This design comes from an exercise in tuning for small area, a short achievable clock period and few clock cycles on the open sky130 flow, not from production work. The RTL was checked by simulation tests, not by an equivalence proof against the original design. Power figures rest on the tool's default switching activity, not on a simulated workload.

run 1:
==> flow/design.v <==
`default_nettype none                
`timescale 1ns/1ps                   
/*verilator lint_off UNUSED*/
typedef enum logic [3:0] {
    NOP     = 4'b0000,       
    LDA     = 4'b0001,       
    ADD     = 4'b0010,       
    SUB     = 4'b0011,       
    STA     = 4'b0100,       
    LDI     = 4'b0101,       
    JMP     = 4'b0110,       
    JC      = 4'b0111,       
    JZ      = 4'b1000,       
    NOP_9   = 4'b1001,       
    NOP_A   = 4'b1010,       
    NOP_B   = 4'b1011,       
    NOP_C   = 4'b1100,       
    NOP_D   = 4'b1101,       
    OUT     = 4'b1110,       
    HLT     = 4'b1111        
} op_t;
typedef logic [3:0] addr_t;
typedef logic [7:0] byte_t;
/*verilator lint_on UNUSED*/
`default_nettype none
`timescale 1ns/1ps
module cpu_core (
    output      logic   hlt_o,           
    output      logic   mem_write_o,     
    output      logic   mem_store_o,     
    output      addr_t  mem_waddr_o,     
    output      byte_t  mem_wdata_o,     
    input  wire logic   wr_fwd_i,        
    input  wire addr_t  wr_addr_i,       
    input  wire byte_t  wr_data_i,       
    output      logic [2:0] mem_addr_ev_o,   
    input  wire byte_t  mem_data_ev_i,
    output      logic [2:0] mem_addr_od_o,   
    input  wire byte_t  mem_data_od_i,
    output      addr_t  mem_eaddr_o,     
    input  wire byte_t  mem_edata_i,
    output      logic   out_strobe_o,    
    output      byte_t  out_value_o,     
    input  wire logic   reset_i,
    input  wire logic   clk_en_i,
    input  wire logic   clk
);
addr_t      q;                           
byte_t      ir0;                         
byte_t      ir1;                         
logic       ctl0;                        
logic       pass0;                       
addr_t      darg;                        
byte_t      a;                           
logic       cf;                          
logic       o_rdy;                       
byte_t      out_hold;                    
logic       out_old;                     
function automatic logic is_ctl(input logic [3:0] op);
    is_ctl = (op == NOP) || (op == JMP) || (op == JC) || (op == JZ) ||
           (op == NOP_9) || (op == NOP_A) || (op == NOP_B) || (op == NOP_C) || (op == NOP_D);
endfunction
function automatic logic is_pass(input logic [3:0] op);
    is_pass = is_ctl(op) || (op == OUT);
endfunction
function automatic logic is_nop(input logic [3:0] op);
    is_nop = (op == NOP) || (op == NOP_9) || (op == NOP_A) || (op == NOP_B) || (op == NOP_C) || (op == NOP_D);
endfunction
function automatic logic [8:0] add8(input logic [7:0] x, input logic [7:0] y, input logic ci);
    logic [8:0] g, p, gn, pn;
    logic [8:0] c;
    g = {x & y, ci};
    p = {x ^ y, 1'b0};
    for (int d = 1; d < 9; d = d * 2) begin
        gn = g;
        pn = p;
        for (int i = d; i < 9; i++) begin
            gn[i] = g[i] | (p[i] & g[i-d]);
            pn[i] = p[i] & p[i-d];
        end
        g = gn;
        p = pn;
    end
    c = g;
    add8 = {c[8], (x ^ y) ^ c[7:0]};
endfunction
op_t        op0, op1, dop;
addr_t      arg0, arg1;
logic       run;
logic       zf;
logic       tk0, tk1;
logic       ctl1;
logic       fold1;
logic       exec0, exec1;
logic       dval;
logic       halt_e;
addr_t      nq, nq1;
logic       fwd0, fwd1;
byte_t      f0, f1;
logic       sub;
byte_t      ax;
logic [8:0] alu;
always_comb op0     = op_t'(ir0[7:4]);
always_comb op1     = op_t'(ir1[7:4]);
always_comb arg0    = ir0[3:0];
always_comb arg1    = ir1[3:0];
always_comb run     = clk_en_i && !hlt_o;
always_comb zf      = (a == 8'h00);
always_comb ctl1    = is_ctl(op1);
always_comb dop     = pass0 ? op1 : op0;
always_comb tk0     = (op0 == JMP) || (op0 == JC && cf) || (op0 == JZ && zf);
always_comb tk1     = (op1 == JMP) || (op1 == JC && cf) ||
                      (op1 == JZ && ((op0 == LDI) ? (arg0 == 4'h0) : zf));
always_comb begin
    case (op0)
        OUT:     fold1 = (op1 != OUT);
        STA:     fold1 = ctl1 || op1 == HLT || op1 == OUT;
        LDI:     fold1 = ctl1 || op1 == HLT || op1 == OUT;
        LDA:     fold1 = is_nop(op1) || op1 == JMP || op1 == JC || op1 == HLT || op1 == OUT;
        default: fold1 = is_nop(op1) || op1 == JMP || op1 == HLT || op1 == OUT;   
    endcase
    if (op0 == STA && arg0 == q + 4'h1) begin
        fold1 = 1'b0;                    
    end
end
always_comb begin
    exec0   = 1'b0;                      
    exec1   = 1'b0;                      
    halt_e  = 1'b0;
    nq      = q + 4'h1;
    nq1     = q + 4'h2;
    if (ctl0 && tk0) begin
        nq      = arg0;
        nq1     = arg0 + 4'h1;
    end else if (op0 == HLT) begin
        halt_e  = 1'b1;
    end else begin
        exec0   = !ctl0;
        if (ctl0 || fold1) begin
            exec1   = 1'b1;
            halt_e  = (op1 == HLT);
            if (ctl1 && tk1) begin
                nq      = arg1;
                nq1     = arg1 + 4'h1;
            end else begin
                nq      = q + 4'h2;
                nq1     = q + 4'h3;
            end
        end
    end
    if (reset_i) begin
        nq      = 4'h0;
        nq1     = 4'h1;
    end else if (!run) begin
        nq      = q;
        nq1     = q + 4'h1;
    end
end
always_comb fwd0    = wr_fwd_i && (run || reset_i) && wr_addr_i == nq;
always_comb fwd1    = wr_fwd_i && (run || reset_i) && wr_addr_i == nq1;
always_comb dval    = pass0 ? exec1 : exec0;
always_comb f0      = fwd0 ? wr_data_i : (nq[0] ? mem_data_od_i : mem_data_ev_i);
always_comb f1      = fwd1 ? wr_data_i : (nq[0] ? mem_data_ev_i : mem_data_od_i);
always_comb sub     = (dop == SUB);
always_comb ax      = a ^ {8{sub}};
always_comb alu     = add8(ax, mem_edata_i, 1'b0);
always_comb mem_addr_ev_o = nq1[3:1];
always_comb mem_addr_od_o = nq[3:1];
always_comb mem_eaddr_o  = darg;
always_comb mem_store_o  = dval && (dop == STA);
always_comb mem_write_o  = run && mem_store_o;
always_comb mem_waddr_o  = darg;
always_comb mem_wdata_o  = a;
always_comb out_strobe_o = o_rdy;
always_comb out_value_o  = out_old ? out_hold : a;
always_ff @(posedge clk) begin
    out_hold <= a;
end
always_ff @(posedge clk) begin
    q       <= nq;
    ir0     <= f0;
    ir1     <= f1;
    ctl0    <= is_ctl(f0[7:4]);
    pass0   <= is_pass(f0[7:4]);
    darg    <= is_pass(f0[7:4]) ? f1[3:0] : f0[3:0];
end
always_ff @(posedge clk) begin
    if (reset_i) begin
        a       <= '0;
        cf      <= 1'b0;
        o_rdy   <= 1'b0;
        out_old <= 1'b0;
        hlt_o   <= 1'b0;
    end else begin
        o_rdy   <= 1'b0;
        if (run) begin
            if (dval) begin
                case (dop)
                    LDA:    a        <= mem_edata_i;
                    ADD, SUB: begin
                        a       <= alu[7:0] ^ {8{sub}};
                        cf      <= alu[8];
                    end
                    LDI:    a        <= {4'h0, darg};
                    default: ;
                endcase
            end
            out_old <= exec0 && op0 == OUT;
            if ((exec0 && op0 == OUT) || (exec1 && op1 == OUT)) begin
                o_rdy   <= 1'b1;
            end
            if (halt_e || f0[7:4] == HLT || (is_nop(f0[7:4]) && f1[7:4] == HLT)) begin
                hlt_o   <= 1'b1;
            end
        end
    end
end
endmodule
`default_nettype wire
`default_nettype none
`timescale 1ns/1ps
module cpu_mem (
    input  wire logic       we_i,        
    input  wire addr_t      waddr_i,     
    input  wire byte_t      wdata_i,     
    input  wire logic [2:0] raddr_ev_i,  
    output      byte_t      rdata_ev_o,
    input  wire logic [2:0] raddr_od_i,  
    output      byte_t      rdata_od_o,
    input  wire addr_t      raddr_e_i,   
    output      byte_t      rdata_e_o,
    input  wire logic       clk
);
byte_t memory [0:15];
always_ff @(posedge clk) begin
    if (we_i) begin
        memory[waddr_i] <= wdata_i;
    end
end
always_comb begin
    rdata_ev_o = '0;
    rdata_od_o = '0;
    for (int i = 0; i < 8; i++) begin
        rdata_ev_o = rdata_ev_o | (memory[2*i]   & {8{raddr_ev_i == 3'(i)}});
        rdata_od_o = rdata_od_o | (memory[2*i+1] & {8{raddr_od_i == 3'(i)}});
    end
end
always_comb begin
    rdata_e_o = '0;
    for (int i = 0; i < 16; i++) begin
        rdata_e_o = rdata_e_o | (memory[i] & {8{raddr_e_i == 4'(i)}});
    end
end
endmodule
`default_nettype wire
`default_nettype none
`timescale 1ns/1ps
module cpu_main (
    input wire  logic       clk_en_i,
    input wire  logic       reset_i,
    output      logic       out_strobe_o,
    output      byte_t      out_value_o,
    output      logic       halt_o,
    input wire  logic       prog_we_i,           
    input wire  addr_t      prog_addr_i,         
    input wire  byte_t      prog_data_i,         
    input wire  logic       clk
);
logic       cpu_we;
logic       cpu_st;
logic       wfwd;
addr_t      cpu_waddr;
byte_t      cpu_wdata;
logic       we;
addr_t      waddr;
byte_t      wdata;
logic [2:0] addr_ev, addr_od;
addr_t      eaddr;
byte_t      data_ev, data_od, edata;
always_comb we      = reset_i ? prog_we_i   : cpu_we;
always_comb wfwd    = reset_i ? prog_we_i   : cpu_st;
always_comb waddr   = reset_i ? prog_addr_i : cpu_waddr;
always_comb wdata   = reset_i ? prog_data_i : cpu_wdata;
cpu_core core (
    .hlt_o(halt_o),
    .mem_write_o(cpu_we),
    .mem_store_o(cpu_st),
    .mem_waddr_o(cpu_waddr),
    .mem_wdata_o(cpu_wdata),
    .wr_fwd_i(wfwd),
    .wr_addr_i(waddr),
    .wr_data_i(wdata),
    .mem_addr_ev_o(addr_ev),
    .mem_data_ev_i(data_ev),
    .mem_addr_od_o(addr_od),
    .mem_data_od_i(data_od),
    .mem_eaddr_o(eaddr),
    .mem_edata_i(edata),
    .out_strobe_o(out_strobe_o),
    .out_value_o(out_value_o),
    .reset_i(reset_i),
    .clk_en_i(clk_en_i),
    .clk(clk)
);
cpu_mem mem (
    .we_i(we),
    .waddr_i(waddr),
    .wdata_i(wdata),
    .raddr_ev_i(addr_ev),
    .rdata_ev_o(data_ev),
    .raddr_od_i(addr_od),
    .rdata_od_o(data_od),
    .raddr_e_i(eaddr),
    .rdata_e_o(edata),
    .clk(clk)
);
endmodule
`default_nettype wire
export LEC_CHECK = 0
export ABC_AREA = 1
export CAP_MARGIN = 20
export CORE_MARGIN = 2
export CORE_UTILIZATION = 40
export CTS_BUF_LIST = sky130_fd_sc_hd__clkbuf_4 sky130_fd_sc_hd__clkbuf_8
export SETUP_SLACK_MARGIN = 3.2
export SLEW_MARGIN = 20
create_clock -name core_clock -period 7.0 [get_ports {clk}]
run.sh (not shown) runs the stock make flow with config.mk's settings and CLKGATE_MAP_FILE= SYNTH_SCRIPT=/design/flow/synth_recipe.tcl, a recipe that flattens the netlist after the stock synthesis.
Testbench counts of run 1, summed over its fixed seeds: cycles 10,980.
#### Input delta (run 2 over run 1)
Settings: swapping 3.2 for 2.9 in SETUP_SLACK_MARGIN.
### Flow results
- From run 1 to run 2 the numbers moved as follows: number of gates resized after cts decreased by 59% relative to the old numbers; global-route met1 utilization -1.7 points; register-to-register setup slack lost 0.23 ns; global-route usage dropped 0.55 points.
- Run 2 and run 1 ended up with roughly the same source-to-sink clock delay at the later pin of the worst-skew pair.
- Of run 2 and run 1, the higher final design instance area without fill belongs to run 1.
Modified inputs, run 3 compared to run 2
Settings: SETUP_SLACK_MARGIN now 3.1, was 2.9.
==> run notes <==
Compared with run 2, run 3 shows number of nets at the end of the flow higher by 1.0%.
The flow did not stop early for run 3: all stages ran, and the layout cleared the timing, DRC and antenna checks.
From run 2 to run 3 the numbers moved as follows: combinational group share of total power went up by 1.3 points, power went up by 3.6%, final area went up by 220 µm².
Setup changes, run 3 to run 4
Settings: changing SETUP_SLACK_MARGIN from 3.1 to 3.0.
### Flow results
Detailed router's first-iteration violation count (run 3 / run 4): 1.13
Changes observed in run 4 relative to run 3: met3 global-route usage +0.65 points; growth of design area from synthesis to finish now smaller; sequential fraction of total cell area +0.22 points; worst setup slack lower; final critical-path share of the clock period rose by 1.2 points.
core.a[7] as the capture point of the critical path was reported by run 4, and core.darg[0] by run 3.
Between run 4 and run 3, it is run 4 whose filler-free cell count of the finished design is lower, by 8.

==> separate check: timing with driven ports <==
In the flow no input, the clock included, has a driving cell. The finished layouts below were timed again as built, in two steps. Step 1 sets driving cells, clkbuf_16 on the clock port and buf_2 on the other inputs (assumed; they add their load-dependent delay and slew). Step 2 also shifts input and output timing later by t, the mid clock arrival at the registers, as if the neighbouring blocks saw the same clock. Three values: ideal ports, drivers, drivers and shift; two values: the first two.
| run | shift t [ns] | setup WS [ns] | worst setup path at the end | worst register clock-pin slew, ns | pins driven straight from the clock port |
|---|---|---|---|---|---|
| run 1 | 0.518 | 3.354 / 3.354 / 2.868 | input to register | 0.11 / 0.11 | 1 |
| run 2 | 0.527 | 3.128 / 3.128 / 2.749 | input to register | 0.11 / 0.11 | 1 |
| run 3 | 0.527 | 3.323 / 3.323 / 2.890 | input to register | 0.11 / 0.11 | 1 |
| run 4 | 0.526 | 3.241 / 3.241 / 2.818 | input to register | 0.11 / 0.11 | 1 |
After both steps setup and hold are still met in every run listed. The setup slack of run 1, which loses most, moves by 0.000 ns with the drivers and by -0.486 ns with both steps.
